What follows belongs to an exercise in optimizing a design on an open flow for small area; a production flow would make more cautious choices.
Only simulation tests tie the RTL to the original design; equivalence was not proved.

File: flow/flow/run.sh
#!/bin/bash
# The standard layout (standard.sh: the standard flow's synthesis and ORFS flow), with
#  - port buffers of the smallest buffer cell instead of the default choice,
#  - clock tree synthesis without dummy loads at the tree's leaves.
# Each tool's full output goes to a log of its own under orfs/logs; make's
# output goes to flow_make.log here.
set -euo pipefail
export BUFFER_PORTS_ARGS="-buffer_cell sky130_fd_sc_hd__buf_1"
export CTS_ARGS="-sink_clustering_enable -repair_clock_nets -dont_use_dummy_load -sink_clustering_size 25 -sink_clustering_max_diameter 80 -buf_list {sky130_fd_sc_hd__clkbuf_8}"
bash standard.sh > flow_make.log 2>&1
File: flow/standard.sh
#!/bin/bash
# synth_recipe.tcl (not shown) runs the flow's synth.tcl, then flattens the netlist and writes it again
# the make line also repeats each setting of config.mk as NAME=value (left out here)
make -C /OpenROAD-flow-scripts/flow DESIGN_CONFIG=/design/flow/config.mk WORK_HOME=/design/flow/orfs CLKGATE_MAP_FILE= SYNTH_SCRIPT=/design/flow/synth_recipe.tcl "${@:-finish}"
File: flow/config.mk
export PLATFORM = sky130hd
export DESIGN_NAME = top_gray_sobel
export DESIGN_NICKNAME = top_gray_sobel
export VERILOG_FILES = /design/flow/design.v
export SDC_FILE = /design/flow/constraint.sdc
export NUM_CORES = 4
export LEC_CHECK = 0
export ABC_AREA = 1
export CAP_MARGIN = 20
export CORE_AREA = 5 5 115 115
export CTS_BUF_LIST = sky130_fd_sc_hd__clkbuf_4 sky130_fd_sc_hd__clkbuf_8
export DIE_AREA = 0 0 120 120
export SLEW_MARGIN = 20
export SYNTH_HIERARCHICAL = 1
export SYNTH_MINIMUM_KEEP_SIZE = 0
File: flow/constraint.sdc
create_clock -name core_clock -period 10.0 [get_ports {clk_i}]
set_input_delay 2.0000 -clock core_clock [delete_from_list [all_inputs] [get_ports {clk_i}]]
set_output_delay 2.0000 -clock core_clock [all_outputs]
set_load 0.01 [all_outputs]
File: flow/design.v
package sobel_pkg;
localparam MAX_PIXEL_BITS = 15;
localparam PIXEL_WIDTH_OUT = 8;
endpackage
module fa (input logic a, b, c, output logic s, co);
    assign s  = a ^ b ^ c;
    assign co = (a & b) | (a & c) | (b & c);
endmodule
module ha (input logic a, b, output logic s, co);
    assign s  = a ^ b;
    assign co = a & b;
endmodule
import sobel_pkg::*;
module top_gray_sobel (
        input logic    clk_i,
        input logic    nreset_i,
        input logic    [1:0] select_i,
        input logic    finish_i,
        input logic    start_i,
        input logic    [MAX_PIXEL_BITS-1:0] in_pixel_i,
        output logic   [MAX_PIXEL_BITS-1:0] out_pixel_o,
        output logic   px_ready_sobel_o
    );
    wire sel0 = (select_i == 2'd0);
    wire sel1 = (select_i == 2'd1);
    wire sel2 = (select_i == 2'd2);
    wire sel3 = (select_i == 2'd3);
    logic [MAX_PIXEL_BITS-1:0] px_q;
    logic gray_busy_q, gray_valid_q, gray_busy_nx;
    logic byp_q, byp_nx;
    logic [7:0] gray_sum, gray;
    always_ff @(posedge clk_i) px_q <= in_pixel_i;
    assign gray_busy_nx = gray_busy_q ? ~finish_i : (start_i & (sel0 | sel2));
    assign byp_nx       = byp_q ? ~finish_i : (start_i & sel3);
    always_ff @(posedge clk_i or negedge nreset_i) begin
        if (!nreset_i) begin
            gray_busy_q  <= 1'b0;
            gray_valid_q <= 1'b0;
            byp_q        <= 1'b0;
        end else begin
            gray_busy_q  <= gray_busy_nx;
            gray_valid_q <= gray_busy_nx & ~sel1;
            byp_q        <= byp_nx;
        end
    end
    logic gs1, gs2;
    fa gsu2 (.a(px_q[12]), .b(px_q[6]), .c(px_q[1]), .s(gs1), .co(gs2));
    logic gs3, gs4;
    fa gsu4 (.a(px_q[10]), .b(px_q[13]), .c(px_q[7]), .s(gs3), .co(gs4));
    logic gs5, gs6;
    fa gsu6 (.a(px_q[11]), .b(px_q[14]), .c(px_q[5]), .s(gs5), .co(gs6));
    logic gs7, gs8;
    fa gsu8 (.a(px_q[8]), .b(px_q[3]), .c(px_q[4]), .s(gs7), .co(gs8));
    logic gs9, gs10;
    fa gsu10 (.a(px_q[12]), .b(px_q[6]), .c(px_q[9]), .s(gs9), .co(gs10));
    logic gs11, gs12;
    fa gsu12 (.a(px_q[2]), .b(px_q[3]), .c(gs2), .s(gs11), .co(gs12));
    logic gs13, gs14;
    fa gsu14 (.a(gs4), .b(gs5), .c(gs7), .s(gs13), .co(gs14));
    logic gs15, gs16;
    fa gsu16 (.a(px_q[4]), .b(gs6), .c(gs8), .s(gs15), .co(gs16));
    logic gs17, gs18;
    fa gsu18 (.a(px_q[13]), .b(px_q[7]), .c(gs10), .s(gs17), .co(gs18));
    logic gs19, gs20;
    fa gsu20 (.a(gs9), .b(gs14), .c(gs15), .s(gs19), .co(gs20));
    logic gs21, gs22;
    fa gsu22 (.a(px_q[14]), .b(px_q[8]), .c(gs18), .s(gs21), .co(gs22));
    logic gs23, gs24;
    fa gsu24 (.a(gs16), .b(gs17), .c(gs20), .s(gs23), .co(gs24));
    logic gs25, gs26;
    ha gsu26 (.a(px_q[2]), .b(gs1), .s(gs25), .co(gs26));
    assign gray_sum[0] = gs25;
    logic gs27, gs28;
    fa gsu28 (.a(gs3), .b(gs11), .c(gs26), .s(gs27), .co(gs28));
    assign gray_sum[1] = gs27;
    logic gs29, gs30;
    fa gsu30 (.a(gs12), .b(gs13), .c(gs28), .s(gs29), .co(gs30));
    assign gray_sum[2] = gs29;
    logic gs31, gs32;
    ha gsu32 (.a(gs19), .b(gs30), .s(gs31), .co(gs32));
    assign gray_sum[3] = gs31;
    logic gs33, gs34;
    ha gsu34 (.a(gs23), .b(gs32), .s(gs33), .co(gs34));
    assign gray_sum[4] = gs33;
    logic gs35, gs36;
    fa gsu36 (.a(gs24), .b(gs21), .c(gs34), .s(gs35), .co(gs36));
    assign gray_sum[5] = gs35;
    logic gs37, gs38;
    fa gsu38 (.a(px_q[9]), .b(gs22), .c(gs36), .s(gs37), .co(gs38));
    assign gray_sum[6] = gs37;
    assign gray_sum[7] = gs38;
    assign gray = gray_valid_q ? gray_sum : 8'd0;
    localparam logic [3:0] S_IDLE = 4'd0;
    localparam logic [3:0] S_F1   = 4'd1;
    localparam logic [3:0] S_F2   = 4'd2;
    localparam logic [3:0] S_F3   = 4'd3;
    localparam logic [3:0] S_F4   = 4'd4;
    localparam logic [3:0] S_F5   = 4'd5;
    localparam logic [3:0] S_F6   = 4'd6;
    localparam logic [3:0] S_F7   = 4'd7;
    localparam logic [3:0] S_F8   = 4'd8;
    localparam logic [3:0] S_F9   = 4'd9;
    localparam logic [3:0] S_WAIT = 4'd10;
    localparam logic [3:0] S_N1   = 4'd11;
    localparam logic [3:0] S_N2   = 4'd12;
    localparam logic [3:0] S_N3   = 4'd13;
    localparam logic [3:0] S_N0   = 4'd14;
    logic start_sobel;
    logic [7:0] in_gray_n;             
    logic [3:0] st_q, st_nx;
    logic result, show, second;
    logic [7:0] w1, w2, w3, w4, w5, w6, w7, w8, p2_n;
    logic [7:0] op_p0, op_p1, op_p2, op_n0, op_n1, op_n2;
    logic [10:0] s_sum;
    logic [3:0] q;
    logic neg, sat, sat_q, q_gt;
    logic [6:0] mag, mag_q;
    logic [6:0] low_or;
    logic [7:0] sobel;
    assign start_sobel = start_i & (sel1 | sel2);
    assign in_gray_n = ~(sel1 ? in_pixel_i[7:0] : sel2 ? gray : 8'd0);
    always_comb begin
        st_nx  = st_q;
        result = 1'b0;
        case (st_q)
            S_IDLE: if (start_sobel) st_nx = S_F1;
            S_F1: st_nx = S_F2;
            S_F2: st_nx = S_F3;
            S_F3: st_nx = S_F4;
            S_F4: st_nx = S_F5;
            S_F5: st_nx = S_F6;
            S_F6: st_nx = S_F7;
            S_F7: st_nx = S_F8;
            S_F8: st_nx = S_F9;
            S_F9: begin
                st_nx  = S_WAIT;
                result = 1'b1;
            end
            S_WAIT: st_nx = S_N1;
            S_N1: st_nx = finish_i ? S_IDLE : S_N2;
            S_N2: st_nx = finish_i ? S_IDLE : S_N3;
            S_N3: begin
                st_nx  = finish_i ? S_IDLE : S_N0;
                result = ~finish_i;
            end
            S_N0: st_nx = finish_i ? S_IDLE : S_N1;
            default: st_nx = S_IDLE;
        endcase
    end
    assign show   = (st_q == S_WAIT) | (st_q == S_N0);
    assign second = (st_q == S_F9) | (st_q == S_N3);
    always_ff @(posedge clk_i or negedge nreset_i) begin
        if (!nreset_i) begin
            st_q <= S_IDLE;
            p2_n <= '1;
        end else begin
            st_q <= st_nx;
            if (result) p2_n <= in_gray_n;
        end
    end
    always_ff @(posedge clk_i) begin
        if (!show) begin
            w1 <= w2; w2 <= w3; w3 <= w4; w4 <= w5;
            w5 <= w6; w6 <= w7; w7 <= w8; w8 <= in_gray_n;
        end
    end
    assign op_p0 = ~w7;
    assign op_p1 = second ? ~w4 : ~in_gray_n;
    assign op_p2 = second ? ~w8 : ~p2_n;
    assign op_n0 = w2;
    assign op_n1 = w3;
    assign op_n2 = second ? w6 : w5;
    logic ss1, ss2;
    fa ssu2 (.a(op_p0[0]), .b(op_p2[0]), .c(op_n0[0]), .s(ss1), .co(ss2));
    logic ss3, ss4;
    assign ss3 = ~(op_n1[0] ^ op_n2[0]);
    assign ss4 = op_n1[0] | op_n2[0];
    logic ss5, ss6;
    fa ssu6 (.a(op_p0[1]), .b(op_p2[1]), .c(op_n0[1]), .s(ss5), .co(ss6));
    logic ss7, ss8;
    assign ss7 = ~(op_n1[1] ^ op_n2[1]);
    assign ss8 = op_n1[1] | op_n2[1];
    logic ss9, ss10;
    fa ssu10 (.a(op_p0[2]), .b(op_p2[2]), .c(op_n0[2]), .s(ss9), .co(ss10));
    logic ss11, ss12;
    fa ssu12 (.a(op_p0[3]), .b(op_p2[3]), .c(op_n0[3]), .s(ss11), .co(ss12));
    logic ss13, ss14;
    fa ssu14 (.a(op_p0[4]), .b(op_p2[4]), .c(op_n0[4]), .s(ss13), .co(ss14));
    logic ss15, ss16;
    fa ssu16 (.a(op_p0[5]), .b(op_p2[5]), .c(op_n0[5]), .s(ss15), .co(ss16));
    logic ss17, ss18;
    fa ssu18 (.a(op_p0[6]), .b(op_p2[6]), .c(op_n0[6]), .s(ss17), .co(ss18));
    logic ss19, ss20;
    fa ssu20 (.a(op_p0[7]), .b(op_p2[7]), .c(op_n0[7]), .s(ss19), .co(ss20));
    logic ss21, ss22;
    fa ssu22 (.a(ss2), .b(ss4), .c(ss5), .s(ss21), .co(ss22));
    logic ss23, ss24;
    fa ssu24 (.a(op_n1[2]), .b(op_n2[2]), .c(ss6), .s(ss23), .co(ss24));
    logic ss25, ss26;
    fa ssu26 (.a(op_n1[3]), .b(op_n2[3]), .c(ss10), .s(ss25), .co(ss26));
    logic ss27, ss28;
    fa ssu28 (.a(op_n1[4]), .b(op_n2[4]), .c(ss12), .s(ss27), .co(ss28));
    logic ss29, ss30;
    fa ssu30 (.a(op_n1[5]), .b(op_n2[5]), .c(ss14), .s(ss29), .co(ss30));
    logic ss31, ss32;
    fa ssu32 (.a(op_n1[6]), .b(op_n2[6]), .c(ss16), .s(ss31), .co(ss32));
    logic ss33, ss34;
    fa ssu34 (.a(op_n1[7]), .b(op_n2[7]), .c(ss18), .s(ss33), .co(ss34));
    logic ss35, ss36;
    fa ssu36 (.a(ss8), .b(ss9), .c(ss22), .s(ss35), .co(ss36));
    logic ss37, ss38;
    fa ssu38 (.a(ss11), .b(ss24), .c(ss25), .s(ss37), .co(ss38));
    logic ss39, ss40;
    fa ssu40 (.a(ss13), .b(ss26), .c(ss27), .s(ss39), .co(ss40));
    logic ss41, ss42;
    fa ssu42 (.a(ss15), .b(ss28), .c(ss29), .s(ss41), .co(ss42));
    logic ss43, ss44;
    fa ssu44 (.a(ss17), .b(ss30), .c(ss31), .s(ss43), .co(ss44));
    logic ss45, ss46;
    fa ssu46 (.a(ss19), .b(ss32), .c(ss33), .s(ss45), .co(ss46));
    logic ss47, ss48;
    fa ssu48 (.a(ss20), .b(ss34), .c(ss46), .s(ss47), .co(ss48));
    logic ss49, ss50;
    fa ssu50 (.a(ss1), .b(ss3), .c(op_p1[0]), .s(ss49), .co(ss50));
    logic ss51, ss52;
    fa ssu52 (.a(ss7), .b(ss21), .c(op_p1[1]), .s(ss51), .co(ss52));
    logic ss53, ss54;
    fa ssu54 (.a(ss23), .b(ss35), .c(op_p1[2]), .s(ss53), .co(ss54));
    logic ss55, ss56;
    fa ssu56 (.a(ss36), .b(ss37), .c(op_p1[3]), .s(ss55), .co(ss56));
    logic ss57, ss58;
    fa ssu58 (.a(ss38), .b(ss39), .c(op_p1[4]), .s(ss57), .co(ss58));
    logic ss59, ss60;
    fa ssu60 (.a(ss40), .b(ss41), .c(op_p1[5]), .s(ss59), .co(ss60));
    logic ss61, ss62;
    fa ssu62 (.a(ss42), .b(ss43), .c(op_p1[6]), .s(ss61), .co(ss62));
    logic ss63, ss64;
    fa ssu64 (.a(ss44), .b(ss45), .c(op_p1[7]), .s(ss63), .co(ss64));
    assign s_sum[0] = ss49;
    logic ss65, ss66;
    ha ssu66 (.a(ss50), .b(ss51), .s(ss65), .co(ss66));
    assign s_sum[1] = ss65;
    logic ss67, ss68;
    fa ssu68 (.a(ss52), .b(ss53), .c(ss66), .s(ss67), .co(ss68));
    assign s_sum[2] = ss67;
    logic ss69, ss70;
    fa ssu70 (.a(ss54), .b(ss55), .c(ss68), .s(ss69), .co(ss70));
    assign s_sum[3] = ss69;
    logic ss71, ss72;
    fa ssu72 (.a(ss56), .b(ss57), .c(ss70), .s(ss71), .co(ss72));
    assign s_sum[4] = ss71;
    logic ss73, ss74;
    fa ssu74 (.a(ss58), .b(ss59), .c(ss72), .s(ss73), .co(ss74));
    assign s_sum[5] = ss73;
    logic ss75, ss76;
    fa ssu76 (.a(ss60), .b(ss61), .c(ss74), .s(ss75), .co(ss76));
    assign s_sum[6] = ss75;
    logic ss77, ss78;
    fa ssu78 (.a(ss62), .b(ss63), .c(ss76), .s(ss77), .co(ss78));
    assign s_sum[7] = ss77;
    logic ss79, ss80;
    fa ssu80 (.a(ss64), .b(ss47), .c(ss78), .s(ss79), .co(ss80));
    assign s_sum[8] = ss79;
    logic ss81, ss82;
    ha ssu82 (.a(ss48), .b(ss80), .s(ss81), .co(ss82));
    assign s_sum[9] = ss81;
    assign s_sum[10] = ss82;
    assign q   = s_sum[10:7];
    assign neg = q[0];
    assign sat = ~((q == 4'd6) | ((q == 4'd5) & (|s_sum[6:0])));
    always_comb begin
        low_or[0] = 1'b0;
        for (int k = 1; k < 7; k++) low_or[k] = low_or[k-1] | s_sum[k-1];
    end
    assign mag = s_sum[6:0] ^ ({7{neg}} & low_or);
    always_comb begin
        q_gt = 1'b0;
        for (int k = 0; k < 7; k++)
            q_gt = (mag_q[k] & ~mag[k]) | (mag_q[k] & q_gt) | (~mag[k] & q_gt);
    end
    always_ff @(posedge clk_i) begin
        sat_q <= sat | (second & sat_q);
        mag_q <= (second & q_gt) ? mag_q : mag;
    end
    assign sobel = ~show ? 8'd0 : sat_q ? 8'hff : {mag_q, 1'b0};
    always_comb begin
        case (select_i)
            2'd0:       out_pixel_o = {7'b0, gray};
            2'd1, 2'd2: out_pixel_o = {7'b0, sobel};
            default:    out_pixel_o = byp_q ? px_q : '0;
        endcase
        case (select_i)
            2'd1, 2'd2: px_ready_sobel_o = show;
            default:    px_ready_sobel_o = 1'b0;
        endcase
    end
endmodule
==> flow_metrics.tcl, run 1 <==
set metrics [dict create \
    synth_enable_flop_cells 63 \
    r2r-end "mag_q[0]" \
    cts_buffers 9 \
    synthFlopType "edfxtp_1" \
    syn-cell-area_sq_mm 0.00517 \
    initial_core_util_pct 43.2 \
    die_y_um 120 \
    drive_gt1_share_pct 5.67 \
    status "no timing/DRC/antenna violations" \
    rows 40 \
    routed_via_density 5.05 \
    cts_sinks 94 \
    dr_total_vias 3238 \
    htreeDepth 3 \
    dp_cells 631 \
    maxSlewViolCount 0 \
    antennaDiodeCount 0 \
    critPathMaxFanout 15 \
    min_period_ps 7400 \
    fin_tns_setup_ps 0 \
    max_freq_mhz 135 \
    postSynthCellCount 457 \
    drt_pass1_iterations 4 \
    drtAntennaViolNets 0 \
    grt_usage_pct 15.3 \
    maxSlewHeadroom_pct 52.2 \
    cp_top_family "adder cells" \
    worstSetupPathType "in -> reg" \
    avgSynthCellArea_sq_um 11.3 \
    ys_types 32 \
    first_iter_violations 218 \
    fin_skew_ps 27.2 \
    grt_antenna_before_repair 0 \
    slowest_delay_ps 810 \
    ys_warn_count 7 \
    setup_violations 0 \
    worstRegToRegCells 26 \
    hold_viol 0 \
    grt_pass1_vias 3372 \
    routed_wl_mm 10.1 \
    holdPathEnd "w4[6]" \
    postCtsHoldBufs 0 \
    worst_pin_slew_ps 717 \
    preCtsSetupSlack_ps 2200 \
    grt_max_degree 57 \
    path_buf_inv 4 \
    setup_ws_ps 2600 \
    grt_pass1_wl_mm 17.0 \
    critPathArrivalTime_ps 7450 \
    maxCapViolations 0 \
    hpwlAfterDp_mm 7.85 \
    post_cts_resized 0 \
    worstHoldPathCells 0 \
    num-nets-final 582 \
    clockBufferDepth 2 \
    slowest_stage "fa_1" \
    area.growth.synth_to_final_pct 7.96 \
    synthesis.nets 543 \
    place_congestion 0.838 \
    drc 0 \
    final_cells 641 \
    drt-wirelength-per-cell_um 15.8 \
    min_path_type "reg -> reg" \
    worstHoldStart "w5[6]" \
    period_share_pct 74.0 \
    r2r_setup_slack_ps 2870 \
    overflow 0 \
    cts_setup_buffers 0 \
    cts_tree "done" \
    clock_latency_ps 380 \
    async_reset_ff_share_pct 16.0 \
    clkTransAtPathRegs_ps 70 \
    fp.dieW_um 120 \
    io_buffers 36 \
    core-area_sq_mm 0.0120 \
    cp-end-kind "flip-flop" \
    regToRegStartpoint "px_q[6]" \
    cp.required_ps 10050 \
    io_pins 37 \
    synth-seq-cells 94 \
    die_area_sq_mm 0.0144 \
    crit_path_start_kind "input pin" \
    yosysSeqAreaShare_pct 50.2 \
    rsz0062_at_grt "no" \
    path_common_cell "nand2_1" \
    clockRootBuffer "clkbuf_8" \
    fill_cells 1105 \
]
## layer usage
metal | track usage [%] | part of all wire [%]
met4 | 6.37 | 2.0
met5 | 0 | 0
met2 | 23.7 | 48
met1 | 21.1 | 47
met3 | 2.92 | 3.6
## state kept, by name, summed over array words and instances (netlist names), 4 cells and up
register / flops
px_q: 15
w5: 8
mag_q: 7
w7: 8
p2_n: 8
w3: 8
w4: 8
w2: 8
w6: 8
st_q: 4
w8: 8
## through the flow
step                utilization, %  hold WS [ps]  instance area, sq um
finish                        46.7           453                  5580
CTS                           46.6           453                  5570
global placement              45.6           427                  5450
global route                  46.7           460                  5580
floorplan                        -           421                  5170
detailed placement            45.6           435                  5450
## how the worst max path moves through the flow
| stage | from | end | slack (ps) | depth (start not counted) |
|---|---|---|---|---|
| after floorplan | select_i[1] | mag_q[0] | 2920 | 26 |
| after global placement | select_i[1] | mag_q[0] | 2290 | 27 |
| after detailed placement | select_i[1] | mag_q[3] | 2200 | 27 |
| after CTS | select_i[1] | mag_q[2] | 2600 | 27 |
| after global routing | select_i[1] | mag_q[0] | 2130 | 27 |
| final | select_i[1] | mag_q[0] | 2600 | 27 |
## cell usage in the layout, fill, tap and decap left out, types with 8 or more instances in the layout
cell type and instances:
fa_1 53, o21a_1 8, inv_1 57, nand2_1 117, nor2_1 18, nand3_1 23
edfxtp_1 63, mux2i_1 10, clkbuf_8 9, dfxtp_1 16, buf_1 36, dfstp_2 8
ha_1 12, o21ai_0 23, o21ai_1 9
## cells in the mapped netlist (all sizes together) (3+ instances only)
cell type,instances,share of area [%]
nand3,23,2.2
clkbuf,4,0.29
inv,61,4.5
dfxtp,16,6.2
o21a,8,1.2
fa,53,21
buf,6,0.73
dfstp,8,4.1
mux2i,10,1.9
nand2,120,9.0
a21oi,4,0.39
o2111ai,3,0.51
edfxtp,63,37
dfrtp,7,3.4
o21ai,32,3.1
ha,12,2.9
nor2,20,1.6
## layout make-up
| type | instances | area [sq um] | area share, % |
|---|---|---|---|
| Clock buffer | 9 | 124 | 2.22 |
| Inverter | 61 | 231 | 4.15 |
| Multi-Input combinational cell | 292 | 2290 | 41.1 |
| Sequential cell | 94 | 2600 | 46.5 |
| Tap cell | 147 | 184 | 3.29 |
| Timing Repair Buffer | 38 | 154 | 2.76 |
## Yosys stat by module, one instance, submodules excluded
module	cells inside	cell area (sq um)	flops+latches
top_gray_sobel	399	4050	94
fa	1	20.0	0
ha	1	12.5	0
## worst reg2reg max path, delay by kind of cell (launching register included)
family,cells,cell delay [ps]
AOI/OAI and AO/OA,3,470
DFF,1,370
buffers and inverters,1,80
and+or+nand+nor,11,850
adders and majority gates,11,5050
## logic make-up after synthesis
kind of cell,after synthesis,share of synthesized area [%]
simple gates,167,13.4
flops,94,50.2
buf+inv,71,5.49
compound gates,50,5.59
fa+ha+maj,65,23.4
mux,10,1.94
==> run 2: changes to the inputs <==
--- a/flow/flow/run.sh
+++ b/flow/flow/run.sh
@@ -8,3 +8,3 @@
 export BUFFER_PORTS_ARGS="-buffer_cell sky130_fd_sc_hd__buf_1"
-export CTS_ARGS="-sink_clustering_enable -repair_clock_nets -dont_use_dummy_load -sink_clustering_size 25 -sink_clustering_max_diameter 80 -buf_list {sky130_fd_sc_hd__clkbuf_8}"
+export CTS_ARGS="-sink_clustering_enable -repair_clock_nets -dont_use_dummy_load -buf_list {sky130_fd_sc_hd__clkbuf_4 sky130_fd_sc_hd__clkbuf_8}"
 bash standard.sh > flow_make.log 2>&1
==> run 2 against run 1 <==
  * Sequential share of layout area unchanged
  * Via count unchanged
  * Die area unchanged
  * Count of clock-buffer cells in the layout unchanged
==> flow_metrics.tcl, run 2 <==
set metrics [dict create \
    core-area_sq_mm 0.0120 \
    grt_usage_pct 15.3 \
    rsz0062_at_grt "no" \
    critPathArrivalTime_ps 7450 \
    cts_tree "done" \
    die_area_sq_mm 0.0144 \
    grt_pass1_wl_mm 17.0 \
    die_y_um 120 \
    maxSlewViolCount 0 \
    synth_common_cells "118 x nand2_1, 63 x edfxtp_1, 57 x inv_1, 53 x fa_1" \
    synth_enable_flop_cells 63 \
    worstSetupPathType "in -> reg" \
    yosys.area.top_type "edfxtp_1" \
    period_share_pct 74.0 \
    clkTransAtPathRegs_ps 70 \
    rows 40 \
    synth_top_area_share_pct 36.6 \
    grt_max_degree 57 \
    min_period_ps 7400 \
    cts_sinks 94 \
    postCtsHoldBufs 0 \
    drtAntennaViolNets 0 \
    synthMostInstantiatedCell "nand2_1" \
    cts_buffers 9 \
    regMostFlops "px_q" \
    worst_pin_slew_ps 717 \
    fp.dieW_um 120 \
    num-nets-final 582 \
    drc 0 \
    maxSlewHeadroom_pct 52.2 \
    yosysSeqAreaShare_pct 50.2 \
    r2r_setup_slack_ps 2870 \
    cts_setup_buffers 0 \
    drt_pass1_iterations 4 \
    grt_pass1_vias 3372 \
    fin_tns_setup_ps 0 \
    io_buffers 36 \
    async_reset_ff_share_pct 16.0 \
    maxCapViolations 0 \
    cp.required_ps 10050 \
    largest_reg_flops 15 \
    synthFlopType "edfxtp_1" \
    final_cells 641 \
    crit_path_start_kind "input pin" \
    dp_cells 631 \
    path_common_cell "nand2_1" \
    ys_types 32 \
    avgSynthCellArea_sq_um 11.3 \
    status "no timing/DRC/antenna violations" \
    cp-end-kind "flip-flop" \
    grt_antenna_before_repair 0 \
    overflow 0 \
    fill_cells 1105 \
    hpwlAfterDp_mm 7.85 \
    hold_viol 0 \
    slowest_stage "fa_1" \
    drive_gt1_share_pct 5.67 \
    antennaDiodeCount 0 \
    fin_skew_ps 27.2 \
    initial_core_util_pct 43.2 \
    clockBufferDepth 2 \
    synth-seq-cells 94 \
    post_cts_resized 0 \
    routed_via_density 5.05 \
    dr_total_vias 3238 \
    synthesis.nets 543 \
    setup_violations 0 \
    slowest_delay_ps 810 \
    clockRootBuffer "clkbuf_8" \
    area.growth.synth_to_final_pct 7.96 \
    syn-cell-area_sq_mm 0.00517 \
    max_freq_mhz 135 \
    critPathMaxFanout 15 \
    clock_latency_ps 380 \
    routed_wl_mm 10.1 \
    final_common_cell "nand2_1" \
    postSynthCellCount 457 \
    most-common-layout-cells "117 x nand2_1, 63 x edfxtp_1, 57 x inv_1" \
    yosys-top-cells-area "edfxtp_1 37%, fa_1 21%, nand2_1 8.6%" \
    drt-wirelength-per-cell_um 15.8 \
    min_path_type "reg -> reg" \
    htreeDepth 3 \
    ys_warn_count 7 \
    first_iter_violations 218 \
    place_congestion 0.838 \
    io_pins 37 \
]
[run 2: cell counts after synthesis]
No cell type changed its count.
[run 2: modules after synthesis (local to each module, per instance)]
| module | copies in the design | cells |
|---|---|---|
| ha | 5 | 1 |
| fa | 53 | 1 |
| top_gray_sobel | 1 | 399 |
[run 2: cells by family after synthesis]
family	count (synthesis)	synth area share, %
AND/OR/NAND/NOR	167	13.4
flip-flops	94	50.2
buffers and inverters	71	5.49
adder cells (fa/ha/maj)	65	23.4
AO/OA/AOI/OAI	50	5.59
multiplexers	10	1.94
[run 2: final timing paths]
kind                             startpoint  endpoint  depth (start not counted)
worst max-delay path            select_i[1]  mag_q[0]                         27
worst min-delay path                  w5[6]     w4[6]                          0
worst max register to register      px_q[6]  mag_q[0]                         26
worst min register to register        w5[6]     w4[6]                          0
max in group asynchronous          nreset_i   p2_n[7]                          2
min in group asynchronous          nreset_i   p2_n[4]                          1
[run 2: critical path: cells and delay by family]
kind | cells | cell delay [ps]
buffers and inverters | 4 | 400
adder cells (fa/ha/maj) | 9 | 3700
AO/OA/AOI/OAI | 3 | 430
AND/OR/NAND/NOR | 11 | 930
[run 2: cell type report]
type	instances	area [sq um]	share of cell area [%]
repair buffers	38	154	2.76
well taps	147	184	3.29
multi-input cells	292	2290	41.1
inverters	61	231	4.15
clock buffers	9	124	2.22
flip-flops and latches	94	2600	46.5
[run 2: metal layers]
metal / track usage [%] / share of wire [%]
met5: 0 / 0
met3: 2.92 / 3.6
met4: 6.37 / 2.0
met1: 21.1 / 47
met2: 23.7 / 48
[run 2: stage by stage]
stage               util, %  cell area (sq um)  setup WS (ps)  hold WS [ps]
floorplan                 -               5170           2920           421
global placement       45.6               5450           2290           427
detailed placement     45.6               5450           2200           435
CTS                    46.6               5570           2600           453
global route           46.7               5580           2130           460
finish                 46.7               5580           2600           453
==> run 3: changes to the inputs <==
--- a/flow/design.v
+++ b/flow/design.v
@@ -11,2 +11,5 @@
     assign co = a & b;
+endmodule
+module sel_xor (input logic a, b, output logic y);
+    assign y = a ^ b;
 endmodule
@@ -23,2 +26,4 @@
     );
+    logic sel12;
+    sel_xor sel_x (.a(select_i[0]), .b(select_i[1]), .y(sel12));
     wire sel0 = (select_i == 2'd0);
@@ -119,3 +124,3 @@
     logic [7:0] sobel;
-    assign start_sobel = start_i & (sel1 | sel2);
+    assign start_sobel = start_i & sel12;
     assign in_gray_n = ~(sel1 ? in_pixel_i[7:0] : sel2 ? gray : 8'd0);
@@ -286,12 +291,7 @@
     always_comb begin
-        case (select_i)
-            2'd0:       out_pixel_o = {7'b0, gray};
-            2'd1, 2'd2: out_pixel_o = {7'b0, sobel};
-            default:    out_pixel_o = byp_q ? px_q : '0;
-        endcase
-        case (select_i)
-            2'd1, 2'd2: px_ready_sobel_o = show;
-            default:    px_ready_sobel_o = 1'b0;
-        endcase
-    end
-endmodule
+        if (sel12)     out_pixel_o = {7'b0, sobel};
+        else if (sel0) out_pixel_o = {7'b0, gray};
+        else           out_pixel_o = byp_q ? px_q : '0;
+        px_ready_sobel_o = sel12 & show;
+    end
+endmodule
--- a/flow/config.mk
+++ b/flow/config.mk
@@ -7,3 +7,2 @@
 export LEC_CHECK = 0
-export ABC_AREA = 1
 export CAP_MARGIN = 20
==> run 3 against run 2 <==
  * Still clean
  * Non-clock buffer count is the same
  * Die area is the same
  * Sequential share of layout area grew 1.1 points
  * Fmax shrank 4.4%
  * Clock skew shrank 5.6 ps
  * Count of clock-buffer cells in the layout is the same
  * Largest cell class unchanged
  * Highest routed layer unchanged
==> flow_metrics.tcl, run 3 <==
set metrics [dict create \
    clkTransAtPathRegs_ps 80 \
    final_util_pct 45.6 \
    setup_violations 0 \
    syn-cell-area_sq_mm 0.00507 \
    dp_cells 534 \
    yosys.area.top_type "edfxtp_1" \
    cts_buffers 9 \
    startpoint "select_i[1]" \
    grt_antenna_before_repair 0 \
    synth-simple-area-share_pct 8.09 \
    synth_compound_area_share_pct 7.57 \
    fin_skew_ps 21.6 \
    die_y_um 120 \
    synth_fa_ha_area_share_pct 22.8 \
    initial_core_util_pct 42.4 \
    dr_total_vias 2953 \
    post_cts_resized 0 \
    wl_met1_mm 4.49 \
    routed_wl_mm 9.74 \
    clockRootBuffer "clkbuf_8" \
    drtAntennaViolNets 0 \
    ys_types 50 \
    grt_pass1_wl_mm 16.1 \
    area.growth.synth_to_final_pct 7.59 \
    wl_met2_mm 4.75 \
    cts_tree "done" \
    synthesis.nets 449 \
    async_reset_ff_share_pct 16.0 \
    synth_common_cells "63 x edfxtp_1, 53 x fa_1, 34 x nand2_1, 22 x nor2_1, 21 x mux2i_1" \
    maxSlewViolCount 0 \
    synth_top_area_share_pct 37.3 \
    cts_sinks 94 \
    place_congestion 0.892 \
    synth_top_family_by_area "adder cells" \
    yosysSeqAreaShare_pct 51.2 \
    period_share_pct 77.4 \
    io_pins 37 \
    synthMostInstantiatedCell "edfxtp_1" \
    htreeDepth 3 \
    final_common_cell "edfxtp_1" \
    maxCapViolations 0 \
    r2r_setup_slack_ps 2510 \
    ys_warn_count 7 \
    postSynthCellCount 368 \
    grt_pass1_vias 3100 \
    synth_enable_flop_cells 63 \
    worst_pin_slew_ps 867 \
    wl_met3_um 340 \
    status "no timing/DRC/antenna violations" \
    die_area_sq_mm 0.0144 \
    cp.required_ps 9990 \
    drc 0 \
    critPathMaxFanout 12 \
    clockBufferDepth 2 \
    io_buffers 36 \
    max_freq_mhz 129 \
    first_iter_violations 196 \
    rows 40 \
    cts_setup_buffers 0 \
    routed_via_density 5.44 \
    synth-seq-cells 94 \
    fp.dieW_um 120 \
    fin_tns_setup_ps 0 \
    avgSynthCellArea_sq_um 13.8 \
    drt_pass1_iterations 4 \
    clock_latency_ps 360 \
    crit_path_start_kind "input pin" \
    worstSetupPathType "in -> reg" \
    yosys-top-cells-area "edfxtp_1 37%, fa_1 21%, dfxtp_1 6.3%" \
    num-nets-final 479 \
    fill_cells 1071 \
    postCtsHoldBufs 0 \
    most-common-layout-cells "63 x edfxtp_1, 53 x fa_1, 35 x buf_1" \
    synth_xor_area_share_pct 1.21 \
    final_cells 543 \
    muxShareOfSynthArea_pct 6.14 \
    regToRegStartpoint "st_q[0]" \
    hpwlAfterDp_mm 7.22 \
    antennaDiodeCount 0 \
    regMostFlops "px_q" \
    overflow 0 \
    drive_gt1_share_pct 9.09 \
    drt-wirelength-per-cell_um 17.9 \
    cp-end-kind "flip-flop" \
    hold_viol 0 \
    top_layer "met4" \
    grt_max_degree 57 \
    critPathArrivalTime_ps 7740 \
    maxSlewHeadroom_pct 42.0 \
    rsz0062_at_grt "no" \
    worstHoldStart "w6[3]" \
    min_period_ps 7740 \
    synthFlopType "edfxtp_1" \
    core-area_sq_mm 0.0120 \
    grt_usage_pct 14.4 \
    min_path_type "reg -> reg" \
    largest_reg_flops 15 \
]
-- run 3: changes by cell type after synthesis, moves of 6 or more --
cell,before,now
and2_1,0,7
mux2_2,0,9
o22ai_1,1,9
clkbuf_1,4,14
inv_1,57,20
nand2_1,118,34
mux2i_1,10,21
o21ai_0,23,3
nand3_1,23,4
o21ai_1,9,1
a31oi_1,0,10
o21a_1,8,2
a32oi_1,0,8
-- run 3: per-layer routing --
layer	vias up	track usage [%]
met5	-	0
met4	0	4.29
met3	17	3.39
met2	40	22.6
met1	1536	20.1
li1	1360	-
-- run 3: worst paths after layout --
path	end	cells past startpoint
max	mag_q[2]	17
min	w5[3]	0
max reg2reg	mag_q[2]	19
min reg2reg	w5[3]	0
max in group asynchronous	p2_n[0]	1
min in group asynchronous	gray_valid_q	1
-- run 3: cells by family after synthesis --
group	Yosys count
buffers and inverters	39
adder cells (fa/ha/maj)	61
XOR/XNOR	7
AND/OR/NAND/NOR	87
multiplexers	30
flip-flops	94
AO/OA/AOI/OAI	50
-- run 3: critical path: stages --
cell,delay [ps]
buf_1,180
nor2b_1,510
a32oi_1,240
mux2i_1,210
fa_1,440
ha_1,200
fa_1,380
fa_1,390
fa_1,390
fa_1,390
fa_1,380
fa_1,760
o21ai_0,190
xor2_1,200
a221oi_1,300
nor2_1,90
o21ai_1,490
-- run 3: per-module statistics from Yosys (local to each module, per instance) --
module | copies in the design | cells inside | cell area [sq um]
sel_xor | 1 | 1 | 8.76
top_gray_sobel | 1 | 309 | 3940
fa | 53 | 1 | 20.0
ha | 5 | 1 | 12.5
-- run 3: cell type report --
type | count | area [sq um] | share of cell area, %
flip-flops and latches | 94 | 2600 | 47.6
well taps | 147 | 184 | 3.37
clock buffers | 9 | 124 | 2.27
repair buffers | 38 | 151 | 2.77
multi-input cells | 235 | 2330 | 42.6
inverters | 20 | 75.1 | 1.37
-- run 3: metrics by stage --
stage | cell area (sq um) | setup WS [ps] | hold slack, ps
after floorplan | 5070 | 2750 | 426
after global placement | 5340 | 1950 | 429
after detailed placement | 5340 | 1810 | 433
after CTS | 5460 | 2200 | 452
after global routing | 5460 | 1820 | 471
final | 5460 | 2260 | 443
==> run 4: changes to the inputs <==
--- a/flow/config.mk
+++ b/flow/config.mk
@@ -7,2 +7,3 @@
 export LEC_CHECK = 0
+export ABC_AREA = 1
 export CAP_MARGIN = 20
==> run 4 against run 3 <==
  * First-iteration DRC count increased by 19%
  * Critical endpoint is now mag_q[6]
  * Worst setup slack improved by 440 ps
  * Core utilization increased by 0.75 points
  * Critical path type is now reg -> reg
  * Flip-flop and latch count unchanged
  * Worst hold slack improved by 4.8 ps
  * Highest routed layer unchanged
  * Sequential share of layout area decreased by 0.77 points
  * Clock skew increased by 3.6 ps
  * Register-to-register slack improved by 190 ps
  * Still clean on timing, DRC and antenna
==> flow_metrics.tcl, run 4 <==
set metrics [dict create \
    io_buffers 36 \
    critPathMaxFanout 21 \
    largest_reg_flops 15 \
    grt_antenna_before_repair 0 \
    status "no timing/DRC/antenna violations" \
    cts_sinks 94 \
    slowest_delay_ps 770 \
    ys_types 33 \
    cp.required_ps 10040 \
    maxSlewHeadroom_pct 49.0 \
    post_cts_resized 0 \
    synth_enable_flop_cells 63 \
    htreeDepth 3 \
    critPathArrivalTime_ps 7350 \
    fill_cells 1117 \
    core-area_sq_mm 0.0120 \
    clockRootBuffer "clkbuf_8" \
    worst_pin_slew_ps 764 \
    hpwlAfterDp_mm 7.25 \
    min_period_ps 7300 \
    worstRegToRegCells 25 \
    yosysSeqAreaShare_pct 50.2 \
    regMostFlops "px_q" \
    place_congestion 0.807 \
    startpoint "st_q[0]" \
    drc 0 \
    yosys.area.top_type "edfxtp_1" \
    path_common_cell "fa_1" \
    initial_core_util_pct 43.2 \
    worstHoldPathCells 0 \
    synthFlopType "edfxtp_1" \
    worstSetupPathType "reg -> reg" \
    ys_warn_count 7 \
    postSynthCellCount 451 \
    drtAntennaViolNets 0 \
    fp.dieW_um 120 \
    num-nets-final 571 \
    place_area_sq_mm 0.00543 \
    preCtsSetupSlack_ps 2340 \
    final_util_pct 46.4 \
    max_freq_mhz 137 \
    fin_skew_ps 25.2 \
    period_share_pct 73.0 \
    overflow 0 \
    cts_buffers 9 \
    setup_violations 0 \
    first_iter_violations 234 \
    regToRegStartpoint "st_q[0]" \
    grt_pass1_vias 3240 \
    maxCapViolations 0 \
    postCtsHoldBufs 0 \
    async_reset_ff_share_pct 16.0 \
    fin_tns_setup_ps 0 \
    drt-wirelength-per-cell_um 15.1 \
    most-common-layout-cells "118 x nand2_1, 63 x edfxtp_1, 53 x fa_1" \
    drt_pass1_iterations 4 \
    slowest_stage "fa_1" \
    dr_total_vias 3210 \
    crit_path_start_kind "flip-flop" \
    antennaDiodeCount 0 \
    die_area_sq_mm 0.0144 \
    rows 40 \
    routed_via_density 5.06 \
    rsz0062_at_grt "no" \
    drive_gt1_share_pct 6.97 \
    synth_top_area_share_pct 36.6 \
    synth_common_cells "118 x nand2_1, 63 x edfxtp_1, 53 x fa_1, 51 x inv_1, 19 x o21ai_0" \
    cp-end-kind "flip-flop" \
    synthMostInstantiatedCell "nand2_1" \
    clockBufferDepth 2 \
    min_path_type "reg -> reg" \
    synthesis.nets 532 \
    setup_ws_ps 2700 \
    io_pins 37 \
    grt_usage_pct 14.8 \
    avgSynthCellArea_sq_um 11.5 \
    grt_max_degree 58 \
    hold_viol 0 \
    yosys-top-cells-area "edfxtp_1 37%, fa_1 21%, nand2_1 8.6%" \
    syn-cell-area_sq_mm 0.00517 \
    routed_wl_mm 9.57 \
    clkTransAtPathRegs_ps 90 \
    clock_latency_ps 380 \
    grt_pass1_wl_mm 16.3 \
    synth-seq-cells 94 \
    maxSlewViolCount 0 \
    final_area_sq_mm 0.00555 \
    die_y_um 120 \
    cts_tree "done" \
    final_common_cell "nand2_1" \
    cts_setup_buffers 0 \
    area.growth.synth_to_final_pct 7.31 \
    worstHoldStart "w8[0]" \
]
-- run 4: per-stage QoR --
step / cells / hold slack (ps)
2_1_floorplan: 451 / 426
4_1_cts: 635 / 450
3_3_place_gp: 626 / 432
6_report: 635 / 448
5_1_grt: 635 / 460
3_5_place_dp: 626 / 434
-- run 4: final timing paths --
path	slack, ps	to
max reg2reg	2700	mag_q[6]
min in group asynchronous	1560	st_q[2]
max in group asynchronous	8060	p2_n[5]
min	450	w7[0]
max	2700	mag_q[6]
min reg2reg	450	w7[0]
-- run 4: Yosys stat by module, one instance, submodules excluded --
module          flops+latches  cells
top_gray_sobel             94    388
fa                          0      1
sel_xor                     0      5
ha                          0      1
-- run 4: layout make-up --
cell class | instances | area, sq um | share of cell area (%)
flip-flops and latches | 94 | 2600 | 46.8
repair buffers | 38 | 151 | 2.73
inverters | 55 | 206 | 3.72
multi-input cells | 292 | 2290 | 41.2
well taps | 147 | 184 | 3.31
clock buffers | 9 | 124 | 2.23
-- run 4: layer usage --
metal	global-route usage, %	up-vias	routed length (um)
li1	-	1549	-
met1	19.2	1613	4410
met2	23.4	31	4690
met3	4.24	17	281
met4	5.65	0	191
met5	0	-	0
-- run 4: worst max-delay path: cells and delay by family, from the launching register on --
family	cells	cell delay [ps]
simple gates	11	1400
buf+inv	2	110
mux	1	340
compound gates	1	130
fa+ha+maj	10	4570
flops	1	410
-- run 4: logic make-up after synthesis --
group                    Yosys count  share of synthesized area (%)
AO/OA/AOI/OAI                     59                           6.56
multiplexers                      10                           1.94
AND/OR/NAND/NOR                  163                           13.5
buffers and inverters             65                           5.56
adder cells (fa/ha/maj)           60                           22.2
flip-flops                        94                           50.2
==> run 5: changes to the inputs <==
--- a/flow/flow/run.sh
+++ b/flow/flow/run.sh
@@ -8,3 +8,3 @@
 export BUFFER_PORTS_ARGS="-buffer_cell sky130_fd_sc_hd__buf_1"
-export CTS_ARGS="-sink_clustering_enable -repair_clock_nets -dont_use_dummy_load -buf_list {sky130_fd_sc_hd__clkbuf_4 sky130_fd_sc_hd__clkbuf_8}"
+export CTS_ARGS="-sink_clustering_enable -repair_clock_nets -dont_use_dummy_load -sink_clustering_size 50 -sink_clustering_max_diameter 200 -buf_list {sky130_fd_sc_hd__clkbuf_16}"
 bash standard.sh > flow_make.log 2>&1
==> run 5 against run 4 <==
  * Still clean
  * Fmax grew 0.24%
  * Via count about the same
  * Clock skew is 9.3 ps lower
  * Worst hold slack got worse by 2.5 ps
  * Count of clock-buffer cells in the layout is the same
  * Non-clock buffer count stayed put
  * First-iteration DRC count is the same
  * Sequential share of layout area decreased by 0.84 points
  * Highest routed layer unchanged
==> flow_metrics.tcl, run 5 <==
set metrics [dict create \
    htreeDepth 3 \
    drc 0 \
    core-area_sq_mm 0.0120 \
    ys_warn_count 7 \
    routed_via_density 5.06 \
    setup_ws_ps 2710 \
    preCtsSetupSlack_ps 2340 \
    dr_total_vias 3212 \
    cp.required_ps 10020 \
    r2r_setup_slack_ps 2710 \
    synthFlopType "edfxtp_1" \
    final_util_pct 47.2 \
    fp.dieW_um 120 \
    grt_usage_pct 14.8 \
    maxSlewViolCount 0 \
    crit_path_start_kind "flip-flop" \
    hold_viol 0 \
    max_freq_mhz 137 \
    routed_wl_mm 9.59 \
    syn-cell-area_sq_mm 0.00517 \
    yosys.area.top_type "edfxtp_1" \
    grt_pass1_wl_mm 16.4 \
    period_share_pct 72.9 \
    num-nets-final 571 \
    synthesis.nets 532 \
    fin_tns_setup_ps 0 \
    cts_sinks 94 \
    final_area_sq_mm 0.00565 \
    post_cts_resized 0 \
    maxSlewHeadroom_pct 49.1 \
    first_iter_violations 234 \
    yosysSeqAreaShare_pct 50.2 \
    area.growth.synth_to_final_pct 9.26 \
    clkTransAtPathRegs_ps 60 \
    clockRootBuffer "clkbuf_16" \
    cts_tree "done" \
    cts_buffers 9 \
    die_area_sq_mm 0.0144 \
    worst_pin_slew_ps 762 \
    clock_latency_ps 350 \
    regMostFlops "px_q" \
    overflow 0 \
    io_pins 37 \
    min_period_ps 7290 \
    grt_max_degree 58 \
    status "no timing/DRC/antenna violations" \
    fin_skew_ps 15.9 \
    drtAntennaViolNets 0 \
    setup_violations 0 \
    antennaDiodeCount 0 \
    cts_setup_buffers 0 \
    hpwlAfterDp_mm 7.25 \
    grt_pass1_vias 3250 \
    ys_types 33 \
    synth_enable_flop_cells 63 \
    async_reset_ff_share_pct 16.0 \
    largest_reg_flops 15 \
    met1_usage_pct 19.2 \
    drt-wirelength-per-cell_um 15.1 \
    worstSetupPathType "reg -> reg" \
    avgSynthCellArea_sq_um 11.5 \
    grt-busiest-layer "met2" \
    synth_top_area_share_pct 36.6 \
    io_buffers 36 \
    clockBufferDepth 2 \
    postSynthCellCount 451 \
    initial_core_util_pct 43.2 \
    most-common-layout-cells "118 x nand2_1, 63 x edfxtp_1, 53 x fa_1" \
    critPathArrivalTime_ps 7310 \
    rsz0062_at_grt "no" \
    grt_util_met3_pct 4.67 \
    synth_common_cells "118 x nand2_1, 63 x edfxtp_1, 53 x fa_1, 51 x inv_1, 19 x o21ai_0" \
    maxCapViolations 0 \
    grtUsageMet2_pct 23.4 \
    drt_pass1_iterations 4 \
    synthMostInstantiatedCell "nand2_1" \
    grt_antenna_before_repair 0 \
    drive_gt1_share_pct 6.97 \
    yosys-top-cells-area "edfxtp_1 37%, fa_1 21%, nand2_1 8.6%" \
    final_cells 635 \
    place_congestion 0.807 \
    final_common_cell "nand2_1" \
    min_path_type "reg -> reg" \
    rows 40 \
    synth-seq-cells 94 \
    cp-end-kind "flip-flop" \
    postCtsHoldBufs 0 \
    place_area_sq_mm 0.00543 \
    critPathMaxFanout 21 \
    die_y_um 120 \
    dp_cells 626 \
]
-- run 5: changes by cell type in the layout (fill, tap and decap cells not counted) --
cell / previous run / this run
clkbuf_16: 0 / 9
clkbuf_8: 9 / 0
-- run 5: through the flow --
step,hold WS (ps)
6_report,445
5_1_grt,455
4_1_cts,447
3_5_place_dp,434
3_3_place_gp,432
2_1_floorplan,426
-- run 5: layout make-up --
type	instances	area (sq um)
repair buffers	38	151
flip-flops and latches	94	2600
clock buffers	9	225
well taps	147	184
inverters	55	206
multi-input cells	292	2290
fillers	1095	6310
-- run 5: cell families after synthesis --
| logic type | count (synthesis) | share of synthesized area, % |
|---|---|---|
| AO/OA/AOI/OAI | 59 | 6.56 |
| multiplexers | 10 | 1.94 |
| buffers and inverters | 65 | 5.56 |
| adder cells (fa/ha/maj) | 60 | 22.2 |
| AND/OR/NAND/NOR | 163 | 13.5 |
| flip-flops | 94 | 50.2 |
-- run 5: worst max-delay path, cell delays in order, from the launching register on --
cell and delay (ps):
dfrtp_1 400, inv_2 50, nor2_2 110, inv_2 60, nor2_4 570, mux2i_1 340, fa_1 470, fa_1 390
fa_1 520, fa_1 440, fa_1 420, fa_1 380, fa_1 380, fa_1 390, fa_1 390, fa_1 770
nand2_1 110, nand2_1 70, nand2_1 60, a21oi_1 130, nand2_1 60, nand3_1 60, nand2_1 50, nand2_1 50
nand2_1 40, nand2_1 220
-- run 5: metal layers --
| layer | share of wire (%) | vias up |
|---|---|---|
| li1 | - | 1552 |
| met1 | 46 | 1599 |
| met2 | 49 | 44 |
| met3 | 3.3 | 17 |
| met4 | 1.9 | 0 |
| met5 | 0 | - |
-- run 5: worst paths after layout --
kind                       startpoint       end  depth (start not counted)
min in group asynchronous    nreset_i   st_q[2]                          1
max                           st_q[0]  mag_q[6]                         25
max reg2reg                   st_q[0]  mag_q[6]                         25
min                             w8[0]     w7[0]                          0
max in group asynchronous    nreset_i   p2_n[5]                          1
min reg2reg                     w8[0]     w7[0]                          0
-- run 5: Yosys stat by module, one instance, submodules excluded --
module          flops+latches  cells  copies in the design
fa                          0      1                    53
top_gray_sobel             94    388                     1
sel_xor                     0      5                     1
ha                          0      1                     5
==> run 6: changes to the inputs <==
--- a/flow/design.v
+++ b/flow/design.v
@@ -117,2 +117,3 @@
     logic [7:0] w1, w2, w3, w4, w5, w6, w7, w8, p2_n;
+    logic p2_ok;
     logic [7:0] op_p0, op_p1, op_p2, op_n0, op_n1, op_n2;
@@ -158,8 +159,11 @@
         if (!nreset_i) begin
-            st_q <= S_IDLE;
-            p2_n <= '1;
+            st_q  <= S_IDLE;
+            p2_ok <= 1'b0;
         end else begin
-            st_q <= st_nx;
-            if (result) p2_n <= in_gray_n;
+            st_q  <= st_nx;
+            if (result) p2_ok <= 1'b1;
         end
+    end
+    always_ff @(posedge clk_i) begin
+        if (result) p2_n <= in_gray_n;
     end
@@ -173,3 +177,3 @@
     assign op_p1 = second ? ~w4 : ~in_gray_n;
-    assign op_p2 = second ? ~w8 : ~p2_n;
+    assign op_p2 = second ? ~w8 : p2_ok ? ~p2_n : 8'd0;
     assign op_n0 = w2;
--- a/flow/flow/run.sh
+++ b/flow/flow/run.sh
@@ -8,3 +8,3 @@
 export BUFFER_PORTS_ARGS="-buffer_cell sky130_fd_sc_hd__buf_1"
-export CTS_ARGS="-sink_clustering_enable -repair_clock_nets -dont_use_dummy_load -sink_clustering_size 50 -sink_clustering_max_diameter 200 -buf_list {sky130_fd_sc_hd__clkbuf_16}"
+export CTS_ARGS="-sink_clustering_enable -repair_clock_nets -dont_use_dummy_load -buf_list {sky130_fd_sc_hd__clkbuf_4 sky130_fd_sc_hd__clkbuf_8}"
 bash standard.sh > flow_make.log 2>&1
--- a/flow/config.mk
+++ b/flow/config.mk
@@ -7,3 +7,2 @@
 export LEC_CHECK = 0
-export ABC_AREA = 1
 export CAP_MARGIN = 20
==> run 6 against run 5 <==
  * Wire length is essentially flat
  * Still clean
  * Cell count down 15%
  * Synthesized cell count decreased by 20%
  * Critical path type unchanged
==> flow_metrics.tcl, run 6 <==
set metrics [dict create \
    status "no timing/DRC/antenna violations" \
    regMostFlops "px_q" \
    avgSynthCellArea_sq_um 14.0 \
    r2r_setup_slack_ps 2200 \
    initial_core_util_pct 42.2 \
    critPathArrivalTime_ps 7800 \
    rsz0062_at_grt "no" \
    synthMostInstantiatedCell "edfxtp_1" \
    drtAntennaViolNets 0 \
    maxSlewHeadroom_pct 26.8 \
    place_area_sq_mm 0.00531 \
    cp-end-kind "flip-flop" \
    rows 40 \
    yosys.area.top_type "edfxtp_1" \
    path_common_cell "fa_1" \
    slowest_stage "fa_1" \
    maxCapViolations 0 \
    cts_sinks 95 \
    async_reset_ff_share_pct 8.42 \
    postSynthCellCount 362 \
    synth_common_cells "71 x edfxtp_1, 53 x fa_1, 24 x nand2_1, 20 x inv_1" \
    die_area_sq_mm 0.0144 \
    maxSlewViolCount 0 \
    grt_usage_pct 14.5 \
    grt_max_degree 57 \
    synth_enable_flop_cells 71 \
    slowest_delay_ps 800 \
    clockRootBuffer "clkbuf_8" \
    hpwlAfterDp_mm 7.36 \
    final_area_sq_mm 0.00544 \
    clock_latency_ps 350 \
    num-nets-final 473 \
    final_common_cell "edfxtp_1" \
    io_pins 37 \
    drt_pass1_iterations 4 \
    grt_antenna_before_repair 0 \
    worstSetupPathType "reg -> reg" \
    clockBufferDepth 2 \
    path_cells "nand2_1, or2_2, nand3b_1, o21ai_0, fa_1, fa_1, fa_1, fa_1, fa_1, fa_1, fa_1, fa_1, fa_1, fa_1, o21ai_0, xor2_1, a221oi_1, nor2_1, o21ai_1" \
    max_freq_mhz 128 \
    fp.dieW_um 120 \
    fin_skew_ps 13.4 \
    synth-seq-cells 95 \
    postCtsHoldBufs 0 \
    die_y_um 120 \
    synth_top_area_share_pct 42.2 \
    fin_tns_setup_ps 0 \
    grt_pass1_vias 3105 \
    routed_via_density 5.42 \
    most-common-layout-cells "71 x edfxtp_1, 53 x fa_1, 36 x buf_1" \
    critPathMaxFanout 33 \
    grt_pass1_wl_mm 16.2 \
    drc 0 \
    holdWs_ps 443 \
    min_period_ps 7800 \
    io_buffers 36 \
    worst_pin_slew_ps 1100 \
    cts_setup_buffers 0 \
    dp_cells 528 \
    syn-cell-area_sq_mm 0.00505 \
    clkTransAtPathRegs_ps 80 \
    routed_wl_mm 9.59 \
    setup_violations 0 \
    yosys-top-cells-area "edfxtp_1 42%, fa_1 21%, dfxtp_1 6.3%" \
    cts_buffers 9 \
    overflow 0 \
    cts_tree "done" \
    fill_cells 1063 \
    yosysSeqAreaShare_pct 52.5 \
    largest_reg_flops 15 \
    area.growth.synth_to_final_pct 7.63 \
    min_path_type "reg -> reg" \
    crit_path_start_kind "flip-flop" \
    hold_viol 0 \
    synthFlopType "edfxtp_1" \
    cp.required_ps 10000 \
    drt-wirelength-per-cell_um 17.9 \
    post_cts_resized 0 \
    core-area_sq_mm 0.0120 \
    multiInputGateArea_sq_mm 0.00225 \
    final_cells 537 \
    place_congestion 0.818 \
    first_iter_violations 185 \
    htreeDepth 3 \
    drive_gt1_share_pct 4.87 \
    antennaDiodeCount 0 \
    synthesis.nets 443 \
    dr_total_vias 2908 \
    ff_latch_area_sq_mm 0.00265 \
    ys_types 49 \
    ys_warn_count 7 \
    period_share_pct 78.0 \
]
run 6: per-layer routing:
metal | track usage (%) | share of wire (%) | vias to the layer above
li1 | - | - | 1357
met1 | 20.5 | 48 | 1493
met2 | 22.6 | 48 | 50
met3 | 3.16 | 3.4 | 8
met4 | 4.01 | 1.2 | 0
met5 | 0 | 0 | -
run 6: worst paths after layout:
kind	start	end	cells past startpoint
worst max-delay path	st_q[0]	mag_q[6]	19
worst min-delay path	w5[6]	w4[6]	0
worst max register to register	st_q[0]	mag_q[6]	19
worst min register to register	w5[6]	w4[6]	0
max in group asynchronous	nreset_i	gray_busy_q	1
min in group asynchronous	nreset_i	p2_ok	1
run 6: cell type report:
| class | instances | area share [%] |
|---|---|---|
| inverter | 20 | 1.38 |
| clock buffer | 9 | 2.28 |
| sequential | 95 | 48.8 |
| tap | 147 | 3.38 |
| multi-input combinational | 228 | 41.4 |
| timing repair buffer | 38 | 2.76 |
run 6: critical path, delay by kind of cell, from the launching register on:
| kind | cells | cell delay (ps) |
|---|---|---|
| adder cells (fa/ha/maj) | 10 | 4630 |
| AO/OA/AOI/OAI | 4 | 1100 |
| flip-flops | 1 | 490 |
| XOR/XNOR | 1 | 200 |
| AND/OR/NAND/NOR | 4 | 980 |
run 6: through the flow:
stage / utilization (%) / worst slack, ps
finish: 45.5 / 2200
global route: 45.5 / 1650
CTS: 45.5 / 2150
detailed placement: 44.4 / 1800
global placement: 44.4 / 1960
floorplan: - / 2720
run 6: cells by family after synthesis:
family | count (synthesis) | synth area share, %
buf+inv | 39 | 2.97
compound gates | 59 | 8.49
mux | 14 | 2.80
xor+xnor | 7 | 1.21
flops | 95 | 52.5
simple gates | 87 | 9.09
fa+ha+maj | 61 | 22.9
run 6: Yosys stat by module, one instance, submodules excluded:
module / cells / area, sq um
sel_xor: 1 / 8.76
fa: 1 / 20.0
top_gray_sobel: 303 / 3920
ha: 1 / 12.5
==> run 7: changes to the inputs <==
--- a/flow/design.v
+++ b/flow/design.v
@@ -98,16 +98,16 @@
     localparam logic [3:0] S_IDLE = 4'd0;
-    localparam logic [3:0] S_F1   = 4'd1;
-    localparam logic [3:0] S_F2   = 4'd2;
-    localparam logic [3:0] S_F3   = 4'd3;
-    localparam logic [3:0] S_F4   = 4'd4;
-    localparam logic [3:0] S_F5   = 4'd5;
+    localparam logic [3:0] S_F1   = 4'd8;
+    localparam logic [3:0] S_F2   = 4'd4;
+    localparam logic [3:0] S_F3   = 4'd12;
+    localparam logic [3:0] S_F4   = 4'd2;
+    localparam logic [3:0] S_F5   = 4'd10;
     localparam logic [3:0] S_F6   = 4'd6;
-    localparam logic [3:0] S_F7   = 4'd7;
-    localparam logic [3:0] S_F8   = 4'd8;
+    localparam logic [3:0] S_F7   = 4'd14;
+    localparam logic [3:0] S_F8   = 4'd1;
     localparam logic [3:0] S_F9   = 4'd9;
-    localparam logic [3:0] S_WAIT = 4'd10;
-    localparam logic [3:0] S_N1   = 4'd11;
-    localparam logic [3:0] S_N2   = 4'd12;
-    localparam logic [3:0] S_N3   = 4'd13;
-    localparam logic [3:0] S_N0   = 4'd14;
+    localparam logic [3:0] S_WAIT = 4'd5;
+    localparam logic [3:0] S_N1   = 4'd13;
+    localparam logic [3:0] S_N2   = 4'd3;
+    localparam logic [3:0] S_N3   = 4'd11;
+    localparam logic [3:0] S_N0   = 4'd7;
     logic start_sobel;
--- a/flow/config.mk
+++ b/flow/config.mk
@@ -8,5 +8,5 @@
 export CAP_MARGIN = 20
-export CORE_AREA = 5 5 115 115
+export CORE_AREA = 4 4 96 96
 export CTS_BUF_LIST = sky130_fd_sc_hd__clkbuf_4 sky130_fd_sc_hd__clkbuf_8
-export DIE_AREA = 0 0 120 120
+export DIE_AREA = 0 0 100 100
 export SLEW_MARGIN = 20
==> run 7 against run 6 <==
  * Still clean
  * Count of clock-buffer cells in the layout is the same
  * Clock skew rose by 19 ps
  * Die area shrank 31%
  * Register-to-register slack improved by 100 ps
  * Wire length down 4.8%
  * Synthesized cell count is 5.0% lower
  * Fmax decreased by 0.78%
  * Flip-flop and latch count is the same
==> flow_metrics.tcl, run 7 <==
set metrics [dict create \
    status "no timing/DRC/antenna violations" \
    final_common_cell "edfxtp_1" \
    yosys.area.top_type "edfxtp_1" \
    worstSetupEndpoint "mag_q[4]" \
    setup_violations 0 \
    dr_total_vias 2784 \
    crit_path_start_kind "input pin" \
    hpwlAfterDp_mm 6.89 \
    most-common-layout-cells "71 x edfxtp_1, 53 x fa_1, 36 x buf_1" \
    cts_sinks 95 \
    largest_reg_flops 15 \
    path_cells "buf_1, nor2b_1, a32oi_1, mux2i_1, fa_1, ha_1, fa_1, fa_1, fa_1, fa_1, fa_1, fa_1, o21ai_0, xor2_1, a221oi_1, a211oi_1, o31ai_1, a221o_1" \
    core-area_sq_mm 0.00822 \
    grt_util_met3_pct 2.78 \
    avgSynthCellArea_sq_um 14.5 \
    routed_wl_mm 9.13 \
    clkTransAtPathRegs_ps 100 \
    grt_pass1_vias 2903 \
    ys_types 43 \
    place_congestion 0.918 \
    critPathMaxFanout 12 \
    min_period_ps 7860 \
    post_cts_resized 0 \
    clock_latency_ps 360 \
    path_buf_inv 1 \
    grt_usage_pct 20.0 \
    synthMostInstantiatedCell "edfxtp_1" \
    maxSlewHeadroom_pct 27.1 \
    clockBufferDepth 2 \
    grt_pass1_wl_mm 15.1 \
    synth_common_cells "71 x edfxtp_1, 53 x fa_1, 26 x inv_1, 16 x dfxtp_1" \
    initial_core_util_pct 60.5 \
    cp-end-kind "flip-flop" \
    slowest_stage "fa_1" \
    critPathArrivalTime_ps 7880 \
    drive_gt1_share_pct 6.40 \
    antennaDiodeCount 0 \
    maxCapViolations 0 \
    die_y_um 100 \
    grtUsageMet2_pct 30.7 \
    drt-wirelength-per-cell_um 19.0 \
    path_common_cell "fa_1" \
    overflow 0 \
    cts_tree "done" \
    maxSlewViolCount 0 \
    area.growth.synth_to_final_pct 6.92 \
    io_pins 37 \
    yosys-top-cells-area "edfxtp_1 43%, fa_1 21%, dfxtp_1 6.4%" \
    synth_enable_flop_cells 71 \
    min_path_type "reg -> reg" \
    grt_antenna_before_repair 0 \
    synth_top_area_share_pct 42.9 \
    cp_top_family "adder cells" \
    startpoint "select_i[1]" \
    worst_pin_slew_ps 1090 \
    worstSetupPathType "in -> reg" \
    num-nets-final 458 \
    postCtsHoldBufs 0 \
    r2r_setup_slack_ps 2300 \
    worstRegToRegCells 19 \
    met1_usage_pct 29.2 \
    r2r-end "mag_q[4]" \
    cts_setup_buffers 0 \
    rsz0062_at_grt "no" \
    synthesis.nets 425 \
    ys_warn_count 7 \
    cp.required_ps 10020 \
    htreeDepth 3 \
    syn-cell-area_sq_mm 0.00497 \
    regMostFlops "px_q" \
    routed_via_density 5.80 \
    die_area_sq_mm 0.0100 \
    clockRootBuffer "clkbuf_8" \
    worst-path-stages 18 \
    first_iter_violations 151 \
    async_reset_ff_share_pct 8.42 \
    period_share_pct 78.6 \
    drt_pass1_iterations 4 \
    drtAntennaViolNets 0 \
    synthFlopType "edfxtp_1" \
    fin_skew_ps 32.3 \
    slowest_delay_ps 770 \
    yosysSeqAreaShare_pct 53.3 \
    max_freq_mhz 127 \
    grt_max_degree 57 \
    postSynthCellCount 344 \
    fp.dieW_um 100 \
    grt-busiest-layer "met2" \
    hold_viol 0 \
    final_util_pct 64.7 \
    regToRegStartpoint "px_q[12]" \
    rows 33 \
    synth-seq-cells 95 \
    io_buffers 36 \
    drc 0 \
    cts_buffers 9 \
    fin_tns_setup_ps 0 \
]
run 7: cell count changes in the layout (fill, tap and decap cells not counted), sizes merged, moves of 2 or more:
| cell | delta |
|---|---|
| nand3b | +3 |
| o21ai | +3 |
| nor2b | -2 |
| xor2 | -2 |
| mux2 | +5 |
| nor3 | -2 |
| xnor2 | +3 |
| o41ai | -2 |
| nand3 | -2 |
| nor2 | -4 |
| nand2 | -13 |
| o21a | -2 |
| inv | +6 |
run 7: layer usage:
metal  part of all wire (%)  up-vias
li1                       -     1301
met4                    1.9        0
met2                     48       55
met1                     47     1413
met5                      0        -
met3                    2.8       15
run 7: worst min path at each step:
stage / start / endpoint / slack [ps] / depth (start not counted)
floorplan: w5[2] / w4[2] / 420 / 0
global placement: w5[7] / w4[7] / 420 / 0
detailed placement: w6[2] / w5[2] / 430 / 0
CTS: w7[2] / w6[2] / 440 / 0
global route: w5[5] / w4[5] / 460 / 0
finish: w5[5] / w4[5] / 450 / 0
run 7: through the flow:
step / hold slack (ps) / worst slack [ps] / instances / instance area [sq um]
2_1_floorplan: 420 / 2840 / 344 / 4970
3_3_place_gp: 423 / 1940 / 471 / 5190
3_5_place_dp: 430 / 1790 / 471 / 5190
4_1_cts: 444 / 2150 / 480 / 5320
5_1_grt: 456 / 1800 / 480 / 5320
6_report: 446 / 2140 / 480 / 5320
run 7: cell families after synthesis:
kind of cell	count (synthesis)	share of synthesized area [%]
DFF	95	53.3
AOI/OAI and AO/OA	58	7.85
and+or+nand+nor	62	7.14
xor gates and xnor gates	8	1.41
muxes	18	3.77
buffers and inverters	42	3.19
adders and majority gates	61	23.3
run 7: modules after synthesis, one instance, submodules excluded:
module	cell area [sq um]	copies in the design	flip-flops and latches
sel_xor	8.76	1	0
ha	12.5	5	0
top_gray_sobel	3840	1	95
fa	20.0	53	0
run 7: final cells by class:
type	instances	area, sq um
fill	617	2900
sequential	95	2650
multi-input combinational	207	2160
timing repair buffer	38	150
tap	105	131
clock buffer	9	124
inverter	26	97.6

what the ideal ports hide:
How much do the figures lean on ideal ports? The routed layouts below were timed once more, with nothing changed but the port constraints. Step 1 (the two cells are an assumption about what drives the block):
set clk [get_ports {clk_i}]
set_driving_cell -lib_cell sky130_fd_sc_hd__clkbuf_16 $clk
set_driving_cell -lib_cell sky130_fd_sc_hd__buf_2 [delete_from_list [all_inputs] $clk]
Step 2, shift: input delay + t, output delay - t, t = (earliest + latest rising clock arrival at the registers) / 2. This alone moves slack from input paths to output paths. Three values: no drivers, after step 1, after step 2; two values: the first two.
run	shift t [ns]	setup WS [ns]	worst setup path after step 2
run 1	0.396	2.597 / 2.607 / 2.211	input to register
run 2	0.396	2.597 / 2.607 / 2.211	input to register
run 3	0.383	2.256 / 2.268 / 1.885	input to register
run 4	0.403	2.697 / 2.697 / 2.388	input to register
run 5	0.379	2.714 / 2.714 / 2.387	input to register
run 6	0.379	2.198 / 2.198 / 1.829	input to register
run 7	0.378	2.137 / 2.146 / 1.768	input to register
After both steps setup and hold are still met in every run listed.
